This design comes from an exercise in tuning for small area, a short achievable clock period and few clock cycles on the open sky130 flow, not from production work. Where RTL was checked, it was by simulation tests only, not by an equivalence proof against the original. The clock input has no modelled driver; a real chip could not lean on it and would need a root buffer or a full tree. Power figures rest on the tool's default switching activity, not on a simulated workload.

## main
==> flow/design.v <==
`timescale 1ns/10ps
module ELA(clk, rst, in_data, data_rd, req, wen, addr, data_wr, done);
	input				clk;
	input				rst;
	input		[7:0]	in_data;
	input		[7:0]	data_rd;
	output				req;
	output	reg			wen;
	output	reg	[9:0]	addr;
	output	reg	[7:0]	data_wr;
	output	reg			done;
	reg			nreq;
	assign req = ~nreq;
	reg			s0, s1, s2;
	wire		main = s0 | s1 | s2;
	wire [4:0] col = addr[4:0];
	wire [3:0] rf = addr[9:6];
	wire kge2 = |col[4:1];				 
	wire klow = &col[4:2] & (col[1] | col[0]);	 
	wire last = addr[5] & klow & (rf == 4'd14);	 
	reg	[7:0]	xr, v, yr, p, q;
	reg	[7:0]	dreg, bd;
	reg	[7:0]	sreg, bs;
	wire [7:0] sum8, dm;
	ela_eval u_eval (.x(xr), .y(yr), .s(sum8), .d(dm));
	wire lt;
	ela_cmp u_cmp (.c(dreg), .b(bd), .lt(lt));
	reg cen;
	wire upd = s1 | (lt & cen);
	always @(posedge clk) begin
		dreg <= dm;
		sreg <= sum8;
		if (upd) begin
			bd <= dreg;
			bs <= sreg;
		end
		if (s0) begin
			xr <= v;
			v <= xr;
		end else if (s1)
			xr <= data_rd;
		if (s0)
			yr <= data_wr;
		else if (s1)
			yr <= q;
		else
			yr <= p;
		if (s1) begin
			p <= yr;
			q <= p;
		end
		cen <= s1 ? kge2 : s2 ? ~col[4] | ~col[3] | ~col[2] | ~col[1] : 1'b0;
		data_wr <= s1 ? bs : in_data;
		if (!main && !wen)
			addr <= 10'd31;
		else begin
			addr[4:0] <= col + (s1 ? 5'd30 : s2 ? 5'd3 : s0 ? 5'd0 : 5'd1);
			addr[5] <= s1;
			if (!main)
				addr[9:6] <= {3'd0, nreq & (&col)};
			else if (s0 || (s1 && !kge2))
				addr[9:6] <= rf - 4'd1;
			else if (s2)
				addr[9:6] <= rf + ((addr[5] & klow) ? 4'd2 : 4'd1);
		end
	end
	always @(posedge clk or posedge rst) begin
		if (rst) begin
			s0 <= 1'b0;
			s1 <= 1'b0;
			s2 <= 1'b0;
			nreq <= 1'b0;
			wen <= 1'b0;
			done <= 1'b0;
		end else if (done) begin
			nreq <= 1'b1;
			wen <= 1'b0;
		end else if (!main) begin
			wen <= 1'b1;
			if (wen && col == 5'd30)
				nreq <= 1'b1;
			if (nreq && col == 5'd31)
				s0 <= 1'b1;
		end else begin
			s0 <= s2;
			s1 <= s0;
			s2 <= s1;
			nreq <= ~s0;
			if (s2) begin
				wen <= ~last;
				if (last && col == 5'd31) begin
					done <= 1'b1;
					s0 <= 1'b0;
					wen <= 1'b0;
				end
			end else
				wen <= s1;
		end
	end
endmodule
module ela_eval(x, y, s, d);
	input		[7:0]	x, y;
	output		[7:0]	s, d;
	wire [7:0] yn = ~y;
	wire [7:0] sp = x ^ y;	 
	wire [7:0] ep = x ^ yn;	 
	reg [7:0] sg, sq, eg, eq;	 
	integer l, i, t;
	always @(*) begin
		sg = x & y;
		sq = sp;
		eg = x & yn;
		eq = ep;
		for (l = 0; l < 3; l = l + 1)
			for (i = 0; i < 8; i = i + 1)
				if ((i >> l) & 1) begin
					t = ((i >> (l + 1)) << (l + 1)) + (1 << l) - 1;
					sg[i] = sg[i] | (sq[i] & sg[t]);
					sq[i] = sq[i] & sq[t];
					eg[i] = eg[i] | (eq[i] & eg[t]);
					eq[i] = eq[i] & eq[t];
				end
	end
	wire [8:0] sum = {sg[7], sp ^ {sg[6:0], 1'b0}};
	wire [7:0] e0 = ep ^ {eg[6:0], 1'b0};
	wire [7:0] e1 = ep ^ {eg[6:0] | eq[6:0], 1'b1};
	assign s = sum[8:1];
	assign d = eg[7] ? e0 : ~e1;
endmodule
module ela_cmp(c, b, lt);
	input		[7:0]	c, b;
	output				lt;
	assign lt = ~(&b) & ((&c) | (c < b));
endmodule
clock: 5.0 ns
lec_check: 0
cap_margin: 20
core_margin: 2
core_utilization: 40
setup_slack_margin: 3.05
slew_margin: 20
synth_hierarchical: 1
standard.sh (not shown) runs the stock make flow with config.mk's settings and CLKGATE_MAP_FILE= SYNTH_SCRIPT=/design/flow/synth_recipe.tcl, a recipe that flattens the netlist after the stock synthesis.
==> flow/flow/run.sh <==
#!/bin/bash
# Own layout flow: the standard ORFS flow (standard.sh), except that
# - the clock tree is built by flow/cts.tcl, a copy of ORFS's cts.tcl whose
#   TritonCTS call is replaced by one level of clock buffers fed by the clock
#   port (manual_clock_tree there);
# - flow/env.sh may set MAKEVARS, extra ORFS variables for the steps after
#   synthesis. Synthesis is the standard one, unchanged.
# Every tool's output goes to a log in this folder.
set -euo pipefail
W=$(pwd)
rm -rf "$W/scripts"
cp -r "$FLOW_HOME/scripts" "$W/scripts"
cp "$W/flow/cts.tcl" "$W/scripts/cts.tcl"
export SCRIPTS_DIR="$W/scripts"
export CLKTREE_NBUF=4
export CLKTREE_BUF=sky130_fd_sc_hd__clkbuf_16
MAKEVARS=()
if [ -f "$W/flow/env.sh" ]; then source "$W/flow/env.sh"; fi
bash standard.sh synth > "$W/flow_synth.log" 2>&1
for step in floorplan place cts finish; do
  bash standard.sh "${MAKEVARS[@]}" $step > "$W/flow_$step.log" 2>&1
done
test -s "$W/out/final.def"
Other scripts of this flow, unchanged in this note and not shown: flow/flow/cts.tcl, flow/flow/env.sh
Here is what was changed in the inputs of the feature branch compared with main.
--- a/flow/design.v
+++ b/flow/design.v
@@ -24,6 +24,6 @@
 	wire [7:0] sum8, dm;
 	ela_eval u_eval (.x(xr), .y(yr), .s(sum8), .d(dm));
-	wire lt;
-	ela_cmp u_cmp (.c(dreg), .b(bd), .lt(lt));
+	wire bzero = &bd;
+	wire lt = ~bzero & ((&dreg) | (dreg < bd));
 	reg cen;
 	wire upd = s1 | (lt & cen);
@@ -128,7 +128,2 @@
 	assign d = eg[7] ? e0 : ~e1;
 endmodule
-module ela_cmp(c, b, lt);
-	input		[7:0]	c, b;
-	output				lt;
-	assign lt = ~(&b) & ((&c) | (c < b));
-endmodule
## What came out
- Result for the feature branch and main: all clean
- Number of tapcells across the feature branch and main: no real change.
- Of the feature branch and main, the run reporting the higher sequential share of layout area was main.
- Diff main..the feature branch | logic depth of the worst path, buffers included | unchanged
- In the reports for the feature branch and main, the larger area after synthesis belongs to the feature branch.
- The feature branch has less setup slack than main.
- Multi-input logic portion of the cell area ended up 0.75 points higher on the feature branch than on main.
- Wire length on met1 (the feature branch over main): increase, 6.2%
- In the feature branch relative to main, wire length had gone down slightly.
- On violation count after the first detailed-routing iteration, the higher figure sits with main, not the feature branch.
- Of the feature branch and main, the lower number of multi-input combinational cells belongs to the feature branch.
- The run showing the smaller clock network power share is the feature branch.
Testbench counts of the feature branch, summed over its fixed seeds: cycles 47,392.
No functional check of the RTL was part of main. In every run of this note, the design's own scripts or RTL, not TritonCTS, make the clock network.

[re-timing with driven ports]
Ports are ideal in the flow. The routed layouts listed here were re-timed in OpenROAD.
Step 1 sets driving cells, clkbuf_16 on the clock port and buf_2 on the other inputs (assumed; they add their load-dependent delay and slew).
Step 2, shift: input delay + t, output delay - t, t = (earliest + latest rising clock arrival at the registers) / 2. This alone moves slack from input paths to output paths.
Three values: ideal, step 1, step 2; two values: the first two.
| run | t, ns | setup slack, ns | hold slack, ns | clock arrival spread, ns | cell pins on the clock port's net |
|---|---|---|---|---|---|
| main | 0.236 | 2.945 / 2.945 / 2.945 | 0.413 / 0.413 / 0.413 | 0.005 / 0.005 | 4 |
| the feature branch | 0.232 | 2.930 / 2.930 / 2.930 | 0.410 / 0.410 / 0.410 | 0.007 / 0.008 | 4 |
After both steps every run listed still meets setup and hold.
